From an optimization exercise on the open Yosys and OpenROAD flow, aimed at small area, a short achievable clock period and few clock cycles; shortcuts taken in it are not production practice. Function was checked by simulation only, so behaviour that the tests miss may differ from the original. Power and IR drop assume default switching activity.

==> flow/design.v (excerpt) <==
module cache(
    clk,
    proc_reset,
    proc_read,
    proc_write,
    proc_addr,
    proc_rdata,
    proc_wdata,
    proc_stall,
    mem_read,
    mem_write,
    mem_addr,
    mem_rdata,
    mem_wdata,
    mem_ready
);
Settings: LEC_CHECK=0, CAP_MARGIN=20, CORE_MARGIN=2, CORE_UTILIZATION=60, CTS_CLUSTER_DIAMETER=100, CTS_CLUSTER_SIZE=20, SETUP_SLACK_MARGIN=2.5, SLEW_MARGIN=20; clock period 5.0 ns.
standard.sh (not shown) runs the stock make flow with config.mk's settings and CLKGATE_MAP_FILE= SYNTH_SCRIPT=/design/flow/synth_recipe.tcl, a recipe that flattens the netlist after the stock synthesis.
==> flow/flow/run.sh <==
#!/bin/bash
# The standard layout (the standard.sh: unchanged synthesis and steps)
# with two changes to how it is placed:
#  - the input and output port buffers are the smallest buffer cell
#    (sky130_fd_sc_hd__buf_1) instead of clkdlybuf4s50_1; timing repair
#    still resizes any of them that limit timing;
#  - before pin placement, flow/pins.tcl groups the ports of each data bit
#    side by side on the die edge (see gen/make_pins.py).
# make's full output goes to standard.log; each ORFS step keeps its own log
# under orfs/logs/.
set -uo pipefail
here=$(pwd)
export BUFFER_PORTS_ARGS="-buffer_cell sky130_fd_sc_hd__buf_1"
export PRE_IO_PLACEMENT_TCL="$here/flow/pins.tcl"
bash standard.sh > standard.log 2>&1
Other scripts of this flow, unchanged in this note and not shown: flow/flow/pins.tcl
Testbench counts at the start, summed over its fixed seeds: cycles 154,099.
Change:
CTS_CLUSTER_DIAMETER = 80   (was 100)
CTS_CLUSTER_SIZE = 25   (was 20)
SETUP_SLACK_MARGIN = 2.2   (was 2.5)
What happened: Via count falls by 2.6%. Sequential cell count is unchanged. Global-route usage falls by 2.0 points. Clock-buffer cell count falls by 28. Fmax rises by 1.1%. Design area falls by 3.4%.


Starting RTL as in the previous note.
Settings: LEC_CHECK=0, CAP_MARGIN=20, CORE_MARGIN=2, CORE_UTILIZATION=66, CTS_CLUSTER_DIAMETER=100, CTS_CLUSTER_SIZE=20, PLACE_DENSITY=0.72, SETUP_SLACK_MARGIN=2.5, SLEW_MARGIN=20; clock period 5.0 ns.
Scripts as last shown in full above: flow/flow/run.sh
Other scripts of this flow, unchanged in this note and not shown: flow/flow/pins.tcl
Testbench counts at the start, summed over its fixed seeds: cycles 154,099.
Then changed:
CORE_UTILIZATION = 55   (was 66)
PLACE_DENSITY = default   (was 0.72)
SETUP_SLACK_MARGIN = 2.2   (was 2.5)
=> The new run completed without violations; register-to-register slack degrades by 0.06 ns; combinational power goes down by about 6%; die area goes up by 20%; worst hold slack degrades by 0.012 ns; clock skew goes up by 0.013 ns; sequential power hardly moves; global-route usage goes down by 7.2 points; synthesized area is unchanged.
Then changed:
CORE_UTILIZATION = 66   (was 55)
PLACE_DENSITY = 0.72   (was default)
Critical path depth went up by 4.
Cell area shrinks slightly.
Die area drops by about a fifth.
Setup slack gains 0.048 ns.
Fmax goes up slightly.
Wire length falls by a few percent.
Via count rises slightly.


cache again, from the RTL that the note above started with.
Settings: LEC_CHECK=0, CAP_MARGIN=20, CORE_MARGIN=2, CORE_UTILIZATION=60, CTS_CLUSTER_DIAMETER=100, CTS_CLUSTER_SIZE=20, SETUP_SLACK_MARGIN=2.1, SLEW_MARGIN=20; clock period 5.0 ns.
Scripts as last shown in full above: flow/flow/run.sh
Other scripts of this flow, unchanged in this note and not shown: flow/flow/pins.tcl
The starting point went through all stages and came out clean.
Testbench counts at the start, summed over its fixed seeds: cycles 154,099.
Rerun with:
Settings changed: SETUP_SLACK_MARGIN 2.1 to 1.6.
What happened:
- critical path depth stays the same
- non-clock buffer count decreases by 28
- fmax fell by 10%
- worst setup slack got worse by 330 ps
- clock-buffer cell count drops by 6
- die area is unchanged
- first-iteration DRC count drops by 5.7%
- sequential power barely changes
- clock power is about the same
- wire length falls by 2.3%


cache again, from the RTL that the note above started with.
clock: 5.0 ns
lec_check: 0
cap_margin: 20
core_margin: 2
core_utilization: 60
cts_cluster_diameter: 100
cts_cluster_size: 20
setup_slack_margin: 2.5
slew_margin: 20
==> flow/flow/run.sh <==
#!/bin/bash
# The standard layout (the standard.sh, unchanged synthesis and steps),
# with the input and output port buffers made of the smallest buffer cell
# (sky130_fd_sc_hd__buf_1) instead of clkdlybuf4s50_1; timing repair still
# resizes any of them that limit timing. make's full output goes to
# standard.log; each ORFS step keeps its own log under orfs/logs/.
set -uo pipefail
export BUFFER_PORTS_ARGS="-buffer_cell sky130_fd_sc_hd__buf_1"
bash standard.sh > standard.log 2>&1
Testbench counts at the start, summed over its fixed seeds: cycles 154,099.
Next try:
==> flow/run.sh (new file) <==
#!/bin/bash
# synth_recipe.tcl (not shown) runs the flow's synth.tcl, then flattens the netlist and writes it again
# the make line also repeats each setting of config.mk as NAME=value (left out here)
make -C /OpenROAD-flow-scripts/flow DESIGN_CONFIG=/design/flow/config.mk WORK_HOME=/design/flow/orfs CLKGATE_MAP_FILE= SYNTH_SCRIPT=/design/flow/synth_recipe.tcl finish
removed: flow/flow/run.sh
removed: flow/standard.sh
After rerunning: Final area climbs by about 2.6%. Global-route usage drops by 0.88 points. Cell count drops by 0.91%. Critical path depth stays the same.


cache again, from the RTL that the note above started with.
Settings: LEC_CHECK=0, CAP_MARGIN=20, CORE_MARGIN=2, CORE_UTILIZATION=60, CTS_CLUSTER_DIAMETER=100, CTS_CLUSTER_SIZE=20, SETUP_SLACK_MARGIN=2.35, SLEW_MARGIN=20; clock period 5.0 ns.
==> flow/flow/run.sh <==
#!/bin/bash
# The standard layout (the standard.sh: unchanged synthesis and steps)
# with two changes to how it is placed:
#  - the input and output port buffers are the smallest buffer cell
#    (sky130_fd_sc_hd__buf_1) instead of clkdlybuf4s50_1; timing repair
#    still resizes any of them that limit timing;
#  - before pin placement, flow/pins.tcl groups the ports of each data bit
#    side by side on the die edge (see gen/make_pins.py).
# make's full output goes to standard.log; each ORFS step keeps its own log
# under orfs/logs/.
set -uo pipefail
here=$(pwd)
export BUFFER_PORTS_ARGS="-buffer_cell sky130_fd_sc_hd__buf_1"
export PRE_IO_PLACEMENT_TCL="$here/flow/pins.tcl"
bash standard.sh > standard.log 2>&1
Other scripts of this flow, unchanged in this note and not shown: flow/flow/pins.tcl
The starting point passed the timing, design-rule and antenna checks.
Testbench counts at the start, summed over its fixed seeds: cycles 154,099.
==> next run, changes <==
- SETUP_SLACK_MARGIN: 2.35 -> 1.9
After rerunning: The new run finished clean; cell area went down by about 2.2%; synthesized cell count stays the same; routed wire length came out lower by about 4%; worst hold slack gains 0.0048 ns; setup slack is worse by 0.19 ns; combinational power shrinks by about 6%; die area stays the same.
==> next run, changes <==
- SETUP_SLACK_MARGIN: 1.9 -> 2.2
- global-route usage increases by 0.95 points
- via count increases by about 1%
- sequential cell count is unchanged
- combinational power increases by about 3%
- hold slack improved by 0.010 ns
- sequential power barely changes
- die area is unchanged
- clock skew hardly moves
- utilization increases by 0.64 points
- power hardly moves
- design area increases by 0.96%


cache, a different RTL version from the one above (not shown whole).
Size: ~3200 cells after synthesis, ~1400 flip-flops, ~390 I/O pins.
==> flow/config.mk <==
export PLATFORM = sky130hd
export DESIGN_NAME = cache
export DESIGN_NICKNAME = cache
export VERILOG_FILES = /design/flow/design.v
export SDC_FILE = /design/flow/constraint.sdc
export NUM_CORES = 4
export LEC_CHECK = 0
export CAP_MARGIN = 20
export CORE_MARGIN = 2
export CORE_UTILIZATION = 60
export CTS_CLUSTER_DIAMETER = 100
export CTS_CLUSTER_SIZE = 20
export SETUP_SLACK_MARGIN = 2.2
export SLEW_MARGIN = 20
==> flow/constraint.sdc <==
create_clock -name core_clock -period 5.0 [get_ports {clk}]
set_input_delay 1.0000 -clock core_clock [delete_from_list [all_inputs] [get_ports {clk}]]
set_output_delay 1.0000 -clock core_clock [all_outputs]
set_load 0.01 [all_outputs]
Scripts as last shown in full above: flow/flow/run.sh
Other scripts of this flow, unchanged in this note and not shown: flow/flow/pins.tcl
The baseline ran to the end with no violations.
Testbench counts at the start, summed over its fixed seeds: cycles 154,099.
Edit:
CORE_UTILIZATION = 66   (was 60)
PLACE_DENSITY = 0.72   (was default)
The changed run completed without violations.
Non-clock buffer count went down by 12.
Maximum frequency barely changes.
Worst setup slack is better by 0.0049 ns.
Sequential share of layout area came out higher by 0.57 points.
Cell area decreases slightly.
Die area fell by a little under a tenth.
Via count fell slightly.
Synthesized area does not change.
Utilization came out higher by 6.1 points.
Count of clock-buffer cells in the layout rose by 1.
Register-to-register slack hardly moves.

## separate check: timing with driven ports
The results above use ideal ports. As a check the final layouts listed here were re-extracted and re-timed, cells and wires unchanged.
Step 1 (the two cells are an assumption about what drives the block):
set clk [get_ports {clk}]
set_driving_cell -lib_cell sky130_fd_sc_hd__clkbuf_16 $clk
set_driving_cell -lib_cell sky130_fd_sc_hd__buf_2 [delete_from_list [all_inputs] $clk]
Step 2 adds t to the input delays and takes it off the output delays; t is the mean of the earliest and latest rising clock arrival at the registers after step 1. Input paths then give back, and output paths get back, about the clock's delay inside the block.
Three values: ideal ports, drivers, drivers and shift; two values: the first two.
run | t (ns) | setup slack, ns | latest minus earliest clock arrival (ns)
the first run of note 1 | 0.739 | 2.117 / 2.050 / 1.682 | 0.045 / 0.044
the second run of note 1 | 0.712 | 2.147 / 2.132 / 1.420 | 0.033 / 0.033
the first run of note 2 | 0.748 | 2.169 / 2.090 / 1.608 | 0.026 / 0.026
the second run of note 2 | 0.751 | 2.163 / 2.089 / 1.351 | 0.037 / 0.036
the third run of note 2 | 0.734 | 2.211 / 2.079 / 1.345 | 0.037 / 0.038
the first run of note 3 | 0.730 | 2.058 / 1.983 / 1.422 | 0.031 / 0.031
the second run of note 3 | 0.730 | 1.728 / 1.653 / 1.192 | 0.023 / 0.023
the first run of note 4 | 0.752 | 1.867 / 1.788 / 1.704 | 0.031 / 0.031
the second run of note 4 | 0.736 | 1.916 / 1.833 / 1.791 | 0.060 / 0.060
the first run of note 5 | 0.740 | 2.158 / 2.082 / 1.444 | 0.038 / 0.039
the second run of note 5 | 0.722 | 1.972 / 1.918 / 1.289 | 0.027 / 0.027
the third run of note 5 | 0.728 | 2.198 / 2.130 / 1.448 | 0.031 / 0.031
the first run of note 6 | 0.728 | 2.181 / 2.134 / 1.506 | 0.041 / 0.041
the second run of note 6 | 0.724 | 2.186 / 2.118 / 1.544 | 0.063 / 0.064
After both steps setup and hold are still met in every run listed. For the third run of note 2, which loses most, drivers alone change the setup slack by -0.132 ns; drivers and shift together by -0.866 ns.
